This design comes from an exercise in tuning for a short achievable clock period and few clock cycles on the open sky130 flow, not from production work.
The RTL was checked by simulation tests, not by an equivalence proof against the original design.
Power and IR drop assume default switching activity.

==> v2 <==
==> flow/design.v <==
module ALU(
    input [31:0] a, b, pass,
    input [4:0] shamt,
    input sub,
    input s_add, s_slt, s_and, s_or, s_xor, s_nor, s_sll, s_srl, s_pass,
    output [31:0] res,
    output [31:0] sum,
    output eq
);
    wire [31:0] bx = sub ? ~b : b;
    assign sum = a + bx + {31'd0, sub};
    wire lt = (a[31] ^ b[31]) ? a[31] : sum[31];
    assign eq = (a == b);
    wire [31:0] sl = b << shamt;
    wire [31:0] sr = b >> shamt;
    assign res = ({32{s_add}} & sum)
               | ({32{s_slt}} & {31'd0, lt})
               | ({32{s_and}} & (a & b))
               | ({32{s_or }} & (a | b))
               | ({32{s_xor}} & (a ^ b))
               | ({32{s_nor}} & ~(a | b))
               | ({32{s_sll}} & sl)
               | ({32{s_srl}} & sr)
               | ({32{s_pass}} & pass);
endmodule
module Regs(
    input clk, rst, we,
    input [4:0] ra, rb, wa,
    input [31:0] wd,
    output [31:0] qa, qb
);
    reg [31:0] r [1:31];
    integer i;
    assign qa = (ra == 5'd0) ? 32'd0 : r[ra];
    assign qb = (rb == 5'd0) ? 32'd0 : r[rb];
    always @(posedge clk or posedge rst) begin
        if (rst) begin
            for (i = 1; i < 32; i = i + 1) r[i] <= 32'd0;
        end else if (we && wa != 5'd0) begin
            r[wa] <= wd;
        end
    end
endmodule
module MCPU(
    input clk,
    input reset,
    input [31:0] Data_in,
    output mem_w,
    output [31:0] Data_out,
    output [31:0] Addr_out
);
    reg [31:0] pc;           
    reg [31:0] ras;          
    reg        fd_v;
    reg [31:0] fd_ir;
    reg [31:0] fd_pc4;
    reg        fd_redir;     
    reg [31:0] fd_tgt;
    reg        de_v;
    reg [31:0] de_a, de_b, de_imm, de_sd;
    reg        de_fa, de_fb, de_fs;
    reg        de_sub, de_add, de_slt, de_and, de_or, de_xor, de_nor, de_sll, de_srl, de_pass;
    reg        de_shv;
    reg [4:0]  de_sh;
    reg [4:0]  de_rd;
    reg        de_wr, de_load, de_store, de_br, de_bne, de_pt, de_jr;
    reg [31:0] de_pred, de_alt;
    reg        em_v;
    reg [31:0] em_res, em_sd;
    reg [4:0]  em_rd;
    reg        em_wr, em_load, em_store;
    reg        em_redir;
    reg [31:0] em_tgt;
    wire fd_go = fd_v & fd_redir;
    wire [31:0] fetch_addr = em_redir ? em_tgt : (fd_go ? fd_tgt : pc);
    wire port_busy = em_v & (em_load | em_store);
    assign Addr_out = port_busy ? em_res : fetch_addr;
    assign mem_w = em_v & em_store;
    assign Data_out = em_sd;
    wire [31:0] f_pc4 = fetch_addr + 32'd4;
    wire [5:0]  f_op = Data_in[31:26];
    wire [5:0]  f_fn = Data_in[5:0];
    wire        f_j  = (f_op == 6'h02) | (f_op == 6'h03);
    wire        f_br = (f_op == 6'h04) | (f_op == 6'h05);
    wire        f_jr = (f_op == 6'h00) & (f_fn == 6'h08);
    wire        f_same = (Data_in[25:21] == Data_in[20:16]);
    wire        f_brt = f_same ? ~f_op[0] : (Data_in[15] | f_op[0]);
    wire [31:0] f_btgt = f_pc4 + {{14{Data_in[15]}}, Data_in[15:0], 2'b00};
    wire [31:0] f_jtgt = {f_pc4[31:28], Data_in[25:0], 2'b00};
    wire [5:0] op = fd_ir[31:26];
    wire [5:0] fn = fd_ir[5:0];
    wire [4:0] rs = fd_ir[25:21];
    wire [4:0] rt = fd_ir[20:16];
    wire [4:0] rd = fd_ir[15:11];
    wire [15:0] imm = fd_ir[15:0];
    wire [31:0] sx = {{16{imm[15]}}, imm};
    wire [31:0] zx = {16'd0, imm};
    wire isR    = (op == 6'h00);
    wire r_add  = isR & ((fn == 6'h20) | (fn == 6'h21));
    wire r_sub  = isR & ((fn == 6'h22) | (fn == 6'h23));
    wire r_and  = isR & (fn == 6'h24);
    wire r_or   = isR & (fn == 6'h25);
    wire r_xor  = isR & (fn == 6'h26);
    wire r_nor  = isR & (fn == 6'h27);
    wire r_slt  = isR & (fn == 6'h2a);
    wire r_sll  = isR & (fn == 6'h00);
    wire r_srl  = isR & (fn == 6'h02);
    wire r_sllv = isR & (fn == 6'h04);
    wire r_srlv = isR & (fn == 6'h06);
    wire r_jr   = isR & (fn == 6'h08);
    wire r_jalr = isR & (fn == 6'h09);
    wire r_known = r_add | r_sub | r_and | r_or | r_xor | r_nor | r_slt |
                   r_sll | r_srl | r_sllv | r_srlv | r_jr | r_jalr;
    wire r_other = isR & ~r_known;      
    wire i_addi = (op == 6'h08);
    wire i_slti = (op == 6'h0a);
    wire i_andi = (op == 6'h0c);
    wire i_ori  = (op == 6'h0d);
    wire i_xori = (op == 6'h0e);
    wire i_lui  = (op == 6'h0f);
    wire i_lw   = (op == 6'h23);
    wire i_sw   = (op == 6'h2b);
    wire i_beq  = (op == 6'h04);
    wire i_bne  = (op == 6'h05);
    wire i_j    = (op == 6'h02);
    wire i_jal  = (op == 6'h03);
    wire link   = i_jal | r_jalr;
    wire wr_rd  = isR & ~r_jr & ~r_jalr;
    wire wr_rt  = i_addi | i_slti | i_andi | i_ori | i_xori | i_lui | i_lw;
    wire [4:0] dest = link ? 5'd31 : (wr_rd ? rd : rt);
    wire d_wr   = (link | wr_rd | wr_rt) & (dest != 5'd0);
    wire use_rs = (isR & ~r_sll & ~r_srl) | i_addi | i_slti | i_andi | i_ori | i_xori |
                  i_lw | i_sw | i_beq | i_bne;
    wire use_rt = isR | i_sw | i_beq | i_bne;
    wire use_imm = i_addi | i_slti | i_andi | i_ori | i_xori | i_lw | i_sw;
    wire imm_zx = i_andi | i_ori | i_xori;
    wire [31:0] rf_a, rf_b;
    wire m_we = em_v & em_wr;
    wire [31:0] m_wd = em_load ? Data_in : em_res;
    Regs regs (.clk(clk), .rst(reset), .we(m_we), .ra(rs), .rb(rt), .wa(em_rd),
               .wd(m_wd), .qa(rf_a), .qb(rf_b));
    wire [31:0] rs_val = (m_we && em_rd == rs) ? m_wd : rf_a;
    wire [31:0] rt_val = (m_we && em_rd == rt) ? m_wd : rf_b;
    wire e_wr_rs = de_v & de_wr & (de_rd == rs);
    wire e_wr_rt = de_v & de_wr & (de_rd == rt);
    wire d_stall = fd_v & de_v & de_load & ((use_rs & e_wr_rs) | (use_rt & e_wr_rt));
    wire [31:0] fa = de_fa ? em_res : de_a;
    wire [31:0] fb = de_fb ? em_res : de_b;
    wire [31:0] fs = de_fs ? em_res : de_sd;
    wire [31:0] e_res, e_sum;
    wire e_eq;
    ALU alu (.a(fa), .b(fb), .pass(de_imm), .shamt(de_shv ? fa[4:0] : de_sh),
             .sub(de_sub), .s_add(de_add), .s_slt(de_slt), .s_and(de_and), .s_or(de_or),
             .s_xor(de_xor), .s_nor(de_nor), .s_sll(de_sll), .s_srl(de_srl), .s_pass(de_pass),
             .res(e_res), .sum(e_sum), .eq(e_eq));
    wire e_taken = de_bne ? ~e_eq : e_eq;
    wire e_misp = de_v & ((de_br & (e_taken != de_pt)) | (de_jr & (e_sum != de_pred)));
    always @(posedge clk or posedge reset) begin
        if (reset) begin
            pc <= 32'd0;
            ras <= 32'd0;
            fd_v <= 1'b0;
            fd_ir <= 32'd0;
            fd_pc4 <= 32'd0;
            fd_redir <= 1'b0;
            fd_tgt <= 32'd0;
            de_v <= 1'b0;
            em_v <= 1'b0;
            em_redir <= 1'b0;
        end else begin
            if (~d_stall) begin
                fd_v <= ~port_busy & ~e_misp;
                fd_ir <= Data_in;
                fd_pc4 <= f_pc4;
                fd_redir <= f_j | (f_br & f_brt) | f_jr;
                fd_tgt <= f_jr ? ras : (f_j ? f_jtgt : f_btgt);
            end
            pc <= (d_stall | port_busy) ? fetch_addr : f_pc4;
            if (fd_v & ~d_stall & link) ras <= fd_pc4;
            de_v <= fd_v & ~d_stall & ~e_misp;
            em_v <= de_v;
            em_redir <= e_misp;
        end
    end
    always @(posedge clk) begin
        de_a <= rs_val;
        de_b <= use_imm ? (imm_zx ? zx : sx) : rt_val;
        de_fa <= e_wr_rs;
        de_fb <= e_wr_rt & ~use_imm;
        de_sd <= rt_val;
        de_fs <= e_wr_rt;
        de_imm <= i_lui ? {imm, 16'd0} : fd_pc4;
        de_sub <= r_sub | r_slt | i_slti;
        de_add <= r_add | r_sub | r_other | i_addi | i_lw | i_sw;
        de_slt <= r_slt | i_slti;
        de_and <= r_and | i_andi;
        de_or  <= r_or | i_ori;
        de_xor <= r_xor | i_xori;
        de_nor <= r_nor;
        de_sll <= r_sll | r_sllv;
        de_srl <= r_srl | r_srlv;
        de_pass <= i_lui | link;
        de_shv <= r_sllv | r_srlv;
        de_sh <= fd_ir[10:6];
        de_rd <= dest;
        de_wr <= d_wr;
        de_load <= i_lw;
        de_store <= i_sw;
        de_br <= i_beq | i_bne;
        de_bne <= i_bne;
        de_pt <= fd_redir;
        de_jr <= r_jr | r_jalr;
        de_pred <= fd_redir ? fd_tgt : fd_pc4;
        de_alt <= fd_redir ? fd_pc4 : fd_tgt;
        em_res <= e_res;
        em_sd <= fs;
        em_rd <= de_rd;
        em_wr <= de_wr;
        em_load <= de_load;
        em_store <= de_store;
        em_tgt <= de_br ? de_alt : e_sum;
    end
endmodule
==> flow/run.sh <==
#!/bin/bash
# synth_recipe.tcl (not shown) runs the flow's synth.tcl, then flattens the netlist and writes it again
# the make line also repeats each setting of config.mk as NAME=value (left out here)
make -C /OpenROAD-flow-scripts/flow DESIGN_CONFIG=/design/flow/config.mk WORK_HOME=/design/flow/orfs CLKGATE_MAP_FILE= SYNTH_SCRIPT=/design/flow/synth_recipe.tcl finish
==> flow/config.mk <==
export PLATFORM = sky130hd
export DESIGN_NAME = MCPU
export DESIGN_NICKNAME = MCPU
export VERILOG_FILES = /design/flow/design.v
export SDC_FILE = /design/flow/constraint.sdc
export NUM_CORES = 8
export LEC_CHECK = 0
export CAP_MARGIN = 20
export CORE_MARGIN = 2
export CORE_UTILIZATION = 30
export SETUP_SLACK_MARGIN = 5
export SLEW_MARGIN = 20
==> flow/constraint.sdc <==
create_clock -name core_clock -period 10.0 [get_ports {clk}]
set_input_delay 2.0000 -clock core_clock [delete_from_list [all_inputs] [get_ports {clk}]]
set_output_delay 2.0000 -clock core_clock [all_outputs]
set_load 0.01 [all_outputs]
==> inputs of v4, as changes to v2 <==
--- a/flow/design.v
+++ b/flow/design.v
@@ -31,13 +31,21 @@
 );
-    reg [31:0] r [1:31];
-    integer i;
-    assign qa = (ra == 5'd0) ? 32'd0 : r[ra];
-    assign qb = (rb == 5'd0) ? 32'd0 : r[rb];
-    always @(posedge clk or posedge rst) begin
-        if (rst) begin
-            for (i = 1; i < 32; i = i + 1) r[i] <= 32'd0;
-        end else if (we && wa != 5'd0) begin
-            r[wa] <= wd;
-        end
-    end
+    reg [32*32-1:32] r;      
+    reg [31:1] w;            
+    wire [32*32-1:0] rv;     
+    assign rv[31:0] = 32'd0;
+    genvar i;
+    generate
+        for (i = 1; i < 32; i = i + 1) begin : g
+            assign rv[i*32 +: 32] = w[i] ? r[i*32 +: 32] : 32'd0;
+            always @(posedge clk or posedge rst) begin
+                if (rst) w[i] <= 1'b0;
+                else if (we && wa == i) w[i] <= 1'b1;
+            end
+            always @(posedge clk) begin
+                if (we && wa == i) r[i*32 +: 32] <= wd;
+            end
+        end
+    endgenerate
+    assign qa = rv[ra*32 +: 32];
+    assign qb = rv[rb*32 +: 32];
 endmodule
@@ -51,4 +59,5 @@
 );
-    reg [31:0] pc;           
+    reg [31:0] nfa;          
     reg [31:0] ras;          
+    reg [31:0] jlast;        
     reg        fd_v;
@@ -62,6 +71,6 @@
     reg        de_sub, de_add, de_slt, de_and, de_or, de_xor, de_nor, de_sll, de_srl, de_pass;
-    reg        de_shv;
+    reg        de_shv, de_rt0;
     reg [4:0]  de_sh;
     reg [4:0]  de_rd;
-    reg        de_wr, de_load, de_store, de_br, de_bne, de_pt, de_jr;
+    reg        de_wr, de_load, de_store, de_br, de_bne, de_pt, de_jr, de_jalr;
     reg [31:0] de_pred, de_alt;
@@ -70,7 +79,7 @@
     reg [4:0]  em_rd;
-    reg        em_wr, em_load, em_store;
-    reg        em_redir;
+    reg        em_wr, em_load, em_store, em_jalr;
+    reg        em_redir;     
     reg [31:0] em_tgt;
-    wire fd_go = fd_v & fd_redir;
-    wire [31:0] fetch_addr = em_redir ? em_tgt : (fd_go ? fd_tgt : pc);
+    wire [31:0] fetch_addr = em_redir ? em_tgt : nfa;
+    wire [31:0] f_pc4 = fetch_addr + 32'd4;
     wire port_busy = em_v & (em_load | em_store);
@@ -79,5 +88,14 @@
     assign Data_out = em_sd;
-    wire [31:0] f_pc4 = fetch_addr + 32'd4;
-    wire [5:0]  f_op = Data_in[31:26];
-    wire [5:0]  f_fn = Data_in[5:0];
+    localparam IC_B = 6;
+    localparam IC_N = 1 << IC_B;
+    reg [31:0]        ic_data [0:IC_N-1];
+    reg [16:0]        ic_blo  [0:IC_N-1];
+    reg [15-IC_B:0]   ic_tag  [0:IC_N-1];
+    reg [IC_N-1:0]    ic_val;
+    wire [IC_B-1:0]   ic_idx = fetch_addr[IC_B+1:2];
+    wire              ic_hit = ic_val[ic_idx] & (ic_tag[ic_idx] == fetch_addr[17:IC_B+2]);
+    wire              f_ok = ~port_busy | ic_hit;
+    wire [31:0]       f_ir = port_busy ? ic_data[ic_idx] : Data_in;
+    wire [5:0]  f_op = f_ir[31:26];
+    wire [5:0]  f_fn = f_ir[5:0];
     wire        f_j  = (f_op == 6'h02) | (f_op == 6'h03);
@@ -85,6 +103,29 @@
     wire        f_jr = (f_op == 6'h00) & (f_fn == 6'h08);
-    wire        f_same = (Data_in[25:21] == Data_in[20:16]);
-    wire        f_brt = f_same ? ~f_op[0] : (Data_in[15] | f_op[0]);
-    wire [31:0] f_btgt = f_pc4 + {{14{Data_in[15]}}, Data_in[15:0], 2'b00};
-    wire [31:0] f_jtgt = {f_pc4[31:28], Data_in[25:0], 2'b00};
+    wire        f_jalr = (f_op == 6'h00) & (f_fn == 6'h09);
+    wire        f_same = (f_ir[25:21] == f_ir[20:16]);
+    wire        f_brt = f_same ? ~f_op[0] : (f_ir[15] | f_op[0]);
+    wire [16:0] f_blo_m = {1'b0, f_pc4[17:2]} + {1'b0, Data_in[15:0]};
+    wire [16:0] f_blo = port_busy ? ic_blo[ic_idx] : f_blo_m;
+    wire [13:0] f_hi  = f_pc4[31:18];
+    wire [13:0] f_hip = f_hi + 14'd1;
+    wire [13:0] f_him = f_hi - 14'd1;
+    wire [13:0] f_bhi = (f_blo[16] == f_ir[15]) ? f_hi : (f_blo[16] ? f_hip : f_him);
+    wire [31:0] f_btgt = {f_bhi, f_blo[15:0], f_pc4[1:0]};
+    wire [31:0] f_jtgt = {f_pc4[31:28], f_ir[25:0], 2'b00};
+    wire        f_redir = f_j | (f_br & f_brt) | f_jr | f_jalr;
+    wire [31:0] f_tgt = f_jr ? ras : (f_jalr ? jlast : (f_j ? f_jtgt : f_btgt));
+    wire              st_mem = mem_w & (em_res[31:14] == 18'd0);
+    wire [IC_B-1:0]   st_idx = em_res[IC_B+1:2];
+    always @(posedge clk or posedge reset) begin
+        if (reset) ic_val <= {IC_N{1'b0}};
+        else if (~port_busy) ic_val[ic_idx] <= 1'b1;
+        else if (st_mem && ic_tag[st_idx][11-IC_B:0] == em_res[13:IC_B+2]) ic_val[st_idx] <= 1'b0;
+    end
+    always @(posedge clk) begin
+        if (~port_busy) begin
+            ic_data[ic_idx] <= Data_in;
+            ic_blo[ic_idx] <= f_blo_m;
+            ic_tag[ic_idx] <= fetch_addr[17:IC_B+2];
+        end
+    end
     wire [5:0] op = fd_ir[31:26];
@@ -124,3 +165,2 @@
     wire i_bne  = (op == 6'h05);
-    wire i_j    = (op == 6'h02);
     wire i_jal  = (op == 6'h03);
@@ -156,12 +196,10 @@
     wire e_taken = de_bne ? ~e_eq : e_eq;
-    wire e_misp = de_v & ((de_br & (e_taken != de_pt)) | (de_jr & (e_sum != de_pred)));
+    wire e_misp = de_v & ((de_br & (e_taken != de_pt)) | (de_jr & ~(de_rt0 & (fa == de_pred))));
+    wire f_take = f_ok & ~d_stall;
     always @(posedge clk or posedge reset) begin
         if (reset) begin
-            pc <= 32'd0;
+            nfa <= 32'd0;
             ras <= 32'd0;
+            jlast <= 32'd0;
             fd_v <= 1'b0;
-            fd_ir <= 32'd0;
-            fd_pc4 <= 32'd0;
-            fd_redir <= 1'b0;
-            fd_tgt <= 32'd0;
             de_v <= 1'b0;
@@ -170,11 +208,4 @@
         end else begin
-            if (~d_stall) begin
-                fd_v <= ~port_busy & ~e_misp;
-                fd_ir <= Data_in;
-                fd_pc4 <= f_pc4;
-                fd_redir <= f_j | (f_br & f_brt) | f_jr;
-                fd_tgt <= f_jr ? ras : (f_j ? f_jtgt : f_btgt);
-            end
-            pc <= (d_stall | port_busy) ? fetch_addr : f_pc4;
-            if (fd_v & ~d_stall & link) ras <= fd_pc4;
+            if (~d_stall) fd_v <= f_ok & ~e_misp;
+            nfa <= f_take ? (f_redir ? f_tgt : f_pc4) : fetch_addr;
             de_v <= fd_v & ~d_stall & ~e_misp;
@@ -182,2 +213,4 @@
             em_redir <= e_misp;
+            if (fd_v & ~d_stall & link) ras <= fd_pc4;
+            if (em_v & em_jalr) jlast <= em_tgt;
         end
@@ -185,2 +218,8 @@
     always @(posedge clk) begin
+        if (~d_stall) begin
+            fd_ir <= f_ir;
+            fd_pc4 <= f_pc4;
+            fd_redir <= f_redir;
+            fd_tgt <= f_tgt;
+        end
         de_a <= rs_val;
@@ -212,2 +251,4 @@
         de_jr <= r_jr | r_jalr;
+        de_jalr <= r_jalr;
+        de_rt0 <= (rt == 5'd0);
         de_pred <= fd_redir ? fd_tgt : fd_pc4;
@@ -220,3 +261,4 @@
         em_store <= de_store;
-        em_tgt <= de_br ? de_alt : e_sum;
+        em_jalr <= de_jalr;
+        em_tgt <= de_br ? de_alt : (de_rt0 ? fa : e_sum);
     end
==> flow/flow/run.sh (new file) <==
#!/bin/bash
# The standard layout, except that synthesis leaves adders to ABC instead
# of mapping them to full/half adder cells, and that timing repair aims for a
# 6 ns setup margin on the worst 5% of endpoints. make's output goes to
# flow.log; ORFS keeps each step's log under orfs/logs.
set -uo pipefail
bash standard.sh ADDER_MAP_FILE= SETUP_SLACK_MARGIN=6 TNS_END_PERCENT=5 finish > flow.log 2>&1
==> flow/standard.sh (new file) <==
#!/bin/bash
# synth_recipe.tcl (not shown) runs the flow's synth.tcl, then flattens the netlist and writes it again
# the make line also repeats each setting of config.mk as NAME=value (left out here)
make -C /OpenROAD-flow-scripts/flow DESIGN_CONFIG=/design/flow/config.mk WORK_HOME=/design/flow/orfs CLKGATE_MAP_FILE= SYNTH_SCRIPT=/design/flow/synth_recipe.tcl "${@:-finish}"
--- a/flow/config.mk
+++ b/flow/config.mk
@@ -10,3 +10,2 @@
 export CORE_UTILIZATION = 30
-export SETUP_SLACK_MARGIN = 5
 export SLEW_MARGIN = 20
removed: flow/run.sh
==> run notes <==
| quantity | v2 | v4 |
|---|---|---|
| Worst EP required | 10730 ps | 11000 ps |
| Die boundary width | 506 um | 890 um |
| Count of antenna diodes in the layout | 21 | 44 |
| Register Area | 35500 um2 | 158000 um2 |
| Routed met1 length | 148000 um | 328000 um |
| Power density over the cells | 238 nW/um2 | 295 nW/um2 |
| Slew headroom | 13.1% | 14.5% |
| Status | no timing/DRC/antenna violations | no timing/DRC/antenna violations |
| Initial antenna violation count | 33 | 63 |
| Invs w/o clock | 109 | 79 |
| ClkCell Share | 6.46% | 6.51% |
| Die extent in y | 506 um | 890 um |
| Post-cts gate resize count | 155 | 721 |
| Sequential-to-total area share from yosys stat | 46.9% | 66.8% |
| Area of combinational cells with multiple inputs | 39000 um2 | 76300 um2 |
| Most numerous cell on the critical path | sky130_fd_sc_hd__buf_4 | sky130_fd_sc_hd__buf_12 |
| Number of rows in the core area | 184 | 325 |
| Highest clock rate | 196 MHz | 187 MHz |
| IR Drop Worst-Case VDD | 0.183 mV | 0.347 mV |
| Wire length of the first global-routing pass | 538000 um | 1210000 um |
Testbench counts of v2, summed over its fixed seeds: cycles 185,241.
Testbench counts of v4, summed over its fixed seeds: cycles 164,903.

[separate check: timing with driven ports]
In the flow no input, the clock included, has a driving cell. The finished layouts below were timed again as built, in two steps. Step 1 assumes that a clkbuf_16 drives the clock port and a buf_2 every other input. Step 2, shift: input delay + t, output delay - t, t = (earliest + latest rising clock arrival at the registers) / 2. This alone moves slack from input paths to output paths. a / b / c = ideal ports / drivers / drivers and shift; a / b = the first two.
run	t, ns	setup slack, ns	worst setup path at the end	worst register clock-pin slew, ns	cell pins on the clock port's net
v2	0.917	4.894 / 4.864 / 4.132	input to register	0.07 / 0.07	1
v4	1.194	4.663 / 4.633 / 4.054	input to register	0.07 / 0.07	1
After both steps setup and hold are still met in every run listed. The setup slack of v2, which loses most, moves by -0.030 ns with the drivers and by -0.762 ns with both steps.
